From an optimization exercise on the open Yosys and OpenROAD flow, aimed at small area and a short achievable clock period; shortcuts taken in it are not production practice. The RTL was checked by simulation tests, not by an equivalence proof against the original design.

== main ==
==> flow/design.v <==
`timescale 1ns/1ns
module DEC(a,d);
    parameter DATAWIDTH = 32;
    input  [DATAWIDTH-1:0] a;
    output [DATAWIDTH-1:0] d;
    assign d = a - 1'b1;
endmodule
`timescale 1ns/1ns
module INC(a,d);
    parameter DATAWIDTH = 32;
    input  [DATAWIDTH-1:0] a;
    output [DATAWIDTH-1:0] d;
    assign d = a + 1'b1;
endmodule
`timescale 1ns/1ns
module MOD(a, c, zero, eq);
    parameter DATAWIDTH = 32;
    localparam N = DATAWIDTH;
    input  [N-1:0] a;
    input  [N-1:0] c;
    input  [N-1:0] zero;
    output eq;
    genvar i, j;
    wire [N:0]   sc;
    wire [N-1:0] x;
    assign sc[0] = 1'b1;
    generate for (j = 0; j < N; j = j + 1) begin : g_sub
        wire nz = ~zero[j];
        assign x[j]    = a[j] ^ nz ^ sc[j];
        assign sc[j+1] = (a[j] & nz) | (a[j] & sc[j]) | (nz & sc[j]);
    end endgenerate
    wire ge = sc[N];
    wire [N:0] lt;
    assign lt[0] = 1'b0;
    generate for (j = 0; j < N; j = j + 1) begin : g_lt
        assign lt[j+1] = (~zero[j] & c[j]) | (~(zero[j] ^ c[j]) & lt[j]);
    end endgenerate
    wire zlt = lt[N];
    wire [N-1:0] cz;    
    assign cz[0] = ~c[0];
    generate for (j = 1; j < N; j = j + 1) begin : g_cz
        assign cz[j] = cz[j-1] & ~c[j];
    end endgenerate
    wire lowok = ~|((a ^ zero) & cz);
    localparam L = (N > 32) ? 6 : (N > 16) ? 5 : (N > 8) ? 4 : (N > 4) ? 3 : (N > 2) ? 2 : (N > 1) ? 1 : 0;
    wire [N-1:0] v [0:L];
    assign v[L] = c;
    generate for (i = 0; i < L; i = i + 1) begin : g_norm
        localparam integer S = 1 << i;
        wire lowz = ~|v[i+1][S-1:0];
        assign v[i] = lowz ? (v[i+1] >> S) : v[i+1];
    end endgenerate
    wire [N-1:0] m = v[0];
    wire [N:0] ho;
    assign ho[N] = 1'b0;
    generate for (j = 0; j < N; j = j + 1) begin : g_ho
        assign ho[j] = ho[j+1] | m[j];
    end endgenerate
    wire [N-1:0] par;
    generate for (j = 0; j < N; j = j + 1) begin : g_par
        if (((j + 1) % 2) == (N % 2)) begin : g_y
            assign par[j] = ho[j] & ~ho[j+1];
        end else begin : g_n
            assign par[j] = 1'b0;
        end
    end endgenerate
    wire P = |par;
    wire [N+2:0] M1 = {3'b000, m};
    wire [N+2:0] M2 = {2'b00, m, 1'b0};
    wire [N+2:0] M3;
    wire [N+3:0] c3;
    assign c3[0] = 1'b0;
    generate for (j = 0; j < N + 3; j = j + 1) begin : g_m3
        assign M3[j]   = M1[j] ^ M2[j] ^ c3[j];
        assign c3[j+1] = (M1[j] & M2[j]) | (M1[j] & c3[j]) | (M2[j] & c3[j]);
    end endgenerate
    localparam K = (N + 1) / 2;
    wire [N+1:0] r [0:K];
    assign r[0] = {2'b00, x};
    generate for (i = 0; i < K; i = i + 1) begin : g_step
        localparam integer W  = N + 2 - 2 * i;
        localparam integer NB = (W - 2 < 4) ? W - 2 : 4;    
        wire [W-1:0] s;
        wire [W:0]   cy;
        wire s1, s2, s3;
        assign s[1:0] = 2'b00;
        ROWLO #(.NB(NB)) u_lo(.r(r[i][NB+1:0]), .m1(M1[1]),
            .a(M1[NB+1:2]), .b(M2[NB+1:2]), .c(M3[NB+1:2]),
            .d(s[NB+1:2]), .co(cy[NB+2]));
        ROWSEL u_sel(.r0(r[i][0]), .r1(r[i][1]), .m1(M1[1]), .s1(s1), .s2(s2), .s3(s3));
        for (j = NB + 2; j < W; j = j + 1) begin : g_bit
            wire y;                  
            SEL3 u_y(.s1(s1), .s2(s2), .s3(s3), .a(M1[j]), .b(M2[j]), .c(M3[j]), .y(y));
            assign s[j]    = r[i][j] ^ y ^ cy[j];
            assign cy[j+1] = (r[i][j] & y) | (r[i][j] & cy[j]) | (y & cy[j]);
        end
        assign r[i+1] = {{(N+2-W+2){1'b0}}, s[W-1:2]};
    end endgenerate
    wire [2*K+1:0] bad;
    generate for (i = 0; i <= K; i = i + 1) begin : g_bad
        wire act = (N - 2 * i < 0) ? 1'b1 : ho[(N - 2 * i < 0) ? 0 : N - 2 * i];
        wire n0  = (2 * i < N + 1) ? 1'b1 : (2 * i < N + 2) ? P : 1'b0;
        wire n1  = (2 * i + 1 < N + 1) ? 1'b1 : (2 * i + 1 < N + 2) ? P : 1'b0;
        assign bad[2*i]   = act & n0 & r[i][0];
        assign bad[2*i+1] = act & n1 & r[i][1];
    end endgenerate
    wire div = ~|bad;
    assign eq = zlt & ge & lowok & div;
endmodule
module SEL3(s1, s2, s3, a, b, c, y);
    input  s1, s2, s3, a, b, c;
    output y;
    assign y = ~((s1 & a) | (s2 & b) | (s3 & c));
endmodule
module ROWSEL(r0, r1, m1, s1, s2, s3);
    input  r0, r1, m1;
    output s1, s2, s3;
    wire q0 = r0;
    wire q1 = r1 ^ (r0 & m1);
    assign s1 = q0 & ~q1;
    assign s2 = ~q0 & q1;
    assign s3 = q0 & q1;
endmodule
module ROWLO(r, m1, a, b, c, d, co);
    parameter NB = 4;
    input  [NB+1:0] r;
    input  m1;
    input  [NB+1:2] a, b, c;     
    output [NB+1:2] d;
    output co;
    genvar j;
    wire q0 = r[0];
    wire q1 = r[1] ^ (r[0] & m1);
    wire s1 = q0 & ~q1;
    wire s2 = ~q0 & q1;
    wire s3 = q0 & q1;
    wire [NB+2:2] cy;
    assign cy[2] = 1'b1;         
    generate for (j = 2; j < NB + 2; j = j + 1) begin : g_bit
        wire y = ~((s1 & a[j]) | (s2 & b[j]) | (s3 & c[j]));
        assign d[j]    = r[j] ^ y ^ cy[j];
        assign cy[j+1] = (r[j] & y) | (r[j] & cy[j]) | (y & cy[j]);
    end endgenerate
    assign co = cy[NB+2];
endmodule
`timescale 1ns/1ns
module COMP(a,b,gt,lt,eq);
    parameter DATAWIDTH = 32;
    input [DATAWIDTH-1:0] a;
    input [DATAWIDTH-1:0] b;
    output reg gt,lt,eq;
    always @(a,b) begin
        gt <= 0; lt <= 0; eq <= 0;
        if (b>a) begin
            gt <= 1;
        end
        else if (b<a) begin
            lt <= 1;
        end
        else begin
            eq <= 1;
        end
    end
endmodule
`timescale 1ns/1ns
module MUX2x1(a,b,sel,d);
    parameter DATAWIDTH = 32;
    input [DATAWIDTH-1:0] a;
    input [DATAWIDTH-1:0] b;
    input sel;
    output [DATAWIDTH-1:0] d;
    assign d = sel ? b : a;
endmodule
`timescale 1ns/1ns
module REG(q, d, Clk, Rst);
    parameter   DATAWIDTH = 32;
    input Clk;
    input Rst;
    input [DATAWIDTH-1:0] d;
    output reg [DATAWIDTH-1:0] q;
    always @(posedge Clk) begin
        if (Rst == 1)
            q <= 0;
        else
            q <= d;
    end
endmodule
`timescale 1ns / 1ns
module circuit6(a, b, c, zero, z, clk, rst);
        input  clk, rst;
        input  [63:0] a, b, c, zero;
        output [63:0] z;
        wire   [63:0] e, f, zwire;
        wire   gEQz;
        DEC    #(.DATAWIDTH(64)) DEC_1(a, e);                   
        INC    #(.DATAWIDTH(64)) INC_1(c, f);                   
        MOD    #(.DATAWIDTH(64)) MOD_1(a, c, zero, gEQz);       
        MUX2x1 #(.DATAWIDTH(64)) MUX2x1_1(f, e, gEQz, zwire);   
        REG    #(.DATAWIDTH(64)) REG_1(z, zwire, clk, rst);     
endmodule
export LEC_CHECK = 0
export CAP_MARGIN = 40
export CORE_MARGIN = 2
export CORE_UTILIZATION = 40
export SLEW_MARGIN = 20
export SYNTH_HIERARCHICAL = 1
export SYNTH_MINIMUM_KEEP_SIZE = 0
create_clock -name core_clock -period 350.0 [get_ports {clk}]
run.sh (not shown) runs the stock make flow with config.mk's settings and CLKGATE_MAP_FILE= SYNTH_SCRIPT=/design/flow/synth_recipe.tcl, a recipe that flattens the netlist after the stock synthesis.
The following lists how the feature branch was set up differently from main:
--- a/flow/design.v
+++ b/flow/design.v
@@ -77,23 +77,22 @@
     localparam K = (N + 1) / 2;
     wire [N+1:0] r [0:K];
     assign r[0] = {2'b00, x};
     generate for (i = 0; i < K; i = i + 1) begin : g_step
-        localparam integer W  = N + 2 - 2 * i;
-        localparam integer NB = (W - 2 < 4) ? W - 2 : 4;    
+        localparam integer W = N + 2 - 2 * i;
+        wire q0 = r[i][0];
+        wire q1 = r[i][1] ^ (r[i][0] & M1[1]);
+        wire s1 = q0 & ~q1;
+        wire s2 = ~q0 & q1;
+        wire s3 = q0 & q1;
+        wire [W-1:0] y;              
+        wire [W:0]   cy;
         wire [W-1:0] s;
-        wire [W:0]   cy;
-        wire s1, s2, s3;
-        assign s[1:0] = 2'b00;
-        ROWLO #(.NB(NB)) u_lo(.r(r[i][NB+1:0]), .m1(M1[1]),
-            .a(M1[NB+1:2]), .b(M2[NB+1:2]), .c(M3[NB+1:2]),
-            .d(s[NB+1:2]), .co(cy[NB+2]));
-        ROWSEL u_sel(.r0(r[i][0]), .r1(r[i][1]), .m1(M1[1]), .s1(s1), .s2(s2), .s3(s3));
-        for (j = NB + 2; j < W; j = j + 1) begin : g_bit
-            wire y;                  
-            SEL3 u_y(.s1(s1), .s2(s2), .s3(s3), .a(M1[j]), .b(M2[j]), .c(M3[j]), .y(y));
-            assign s[j]    = r[i][j] ^ y ^ cy[j];
-            assign cy[j+1] = (r[i][j] & y) | (r[i][j] & cy[j]) | (y & cy[j]);
+        assign cy[2] = 1'b1;
+        for (j = 2; j < W; j = j + 1) begin : g_bit
+            SEL3 u_sel(.s1(s1), .s2(s2), .s3(s3), .a(M1[j]), .b(M2[j]), .c(M3[j]), .y(y[j]));
+            assign s[j]    = r[i][j] ^ y[j] ^ cy[j];
+            assign cy[j+1] = (r[i][j] & y[j]) | (r[i][j] & cy[j]) | (y[j] & cy[j]);
         end
         assign r[i+1] = {{(N+2-W+2){1'b0}}, s[W-1:2]};
     end endgenerate
     wire [2*K+1:0] bad;
@@ -110,39 +109,8 @@
 module SEL3(s1, s2, s3, a, b, c, y);
     input  s1, s2, s3, a, b, c;
     output y;
     assign y = ~((s1 & a) | (s2 & b) | (s3 & c));
-endmodule
-module ROWSEL(r0, r1, m1, s1, s2, s3);
-    input  r0, r1, m1;
-    output s1, s2, s3;
-    wire q0 = r0;
-    wire q1 = r1 ^ (r0 & m1);
-    assign s1 = q0 & ~q1;
-    assign s2 = ~q0 & q1;
-    assign s3 = q0 & q1;
-endmodule
-module ROWLO(r, m1, a, b, c, d, co);
-    parameter NB = 4;
-    input  [NB+1:0] r;
-    input  m1;
-    input  [NB+1:2] a, b, c;     
-    output [NB+1:2] d;
-    output co;
-    genvar j;
-    wire q0 = r[0];
-    wire q1 = r[1] ^ (r[0] & m1);
-    wire s1 = q0 & ~q1;
-    wire s2 = ~q0 & q1;
-    wire s3 = q0 & q1;
-    wire [NB+2:2] cy;
-    assign cy[2] = 1'b1;         
-    generate for (j = 2; j < NB + 2; j = j + 1) begin : g_bit
-        wire y = ~((s1 & a[j]) | (s2 & b[j]) | (s3 & c[j]));
-        assign d[j]    = r[j] ^ y ^ cy[j];
-        assign cy[j+1] = (r[j] & y) | (r[j] & cy[j]) | (y & cy[j]);
-    end endgenerate
-    assign co = cy[NB+2];
 endmodule
 `timescale 1ns/1ns
 module COMP(a,b,gt,lt,eq);
     parameter DATAWIDTH = 32;
--- outcome ---
The flow did not stop early for the feature branch: all stages ran, and the layout cleared the timing, DRC and antenna checks.
Of main and the feature branch, the feature branch shows the higher synthesis-to-finish area growth, with main below it.
In the metrics for main and the feature branch, the one carrying the higher die outline area is main.
On synthesized area, the lower figure sits with the feature branch, not main.
The feature branch against main: highest clock frequency the design can meet lost about 7%, minimum period implied by the final worst setup slack moved up, worst path setup slack after routing decreased 9.80 ns, number of buffers and inverters on the critical path grew by 130%, path length in cells of the critical path moved up.
Post-synthesis instance total shrinks by a little under 10% when moving from main to the feature branch.
Routed length on met2 (higher): main
Compared with main, the feature branch shows area of the multi-input gates lower by 2.4%.

## afterwards: timing with drivers on the ports
Ports are ideal in the flow. The routed layouts listed here were re-timed in OpenROAD. Step 1 sets driving cells, clkbuf_16 on the clock port and buf_2 on the other inputs (assumed; they add their load-dependent delay and slew). Step 2 times the ports against the registers' clock, not the clock port: input delays grow and output delays shrink by t, the midpoint of the rising clock arrivals with the driver on. Slacks: ideal / step 1 / step 2; pairs: ideal / step 1.
run	t (ns)	setup WS [ns]	hold WS [ns]	clock arrival spread, ns	pins driven straight from the clock port
main	0.441	221.194 / 221.232 / 220.791	70.084 / 70.045 / 70.486	0.016 / 0.016	1
the feature branch	0.417	211.398 / 211.419 / 211.001	70.026 / 69.999 / 70.417	0.019 / 0.019	1
After both steps every run listed still meets setup and hold. The setup slack of main, which loses most, moves by +0.038 ns with the drivers and by -0.403 ns with both steps.
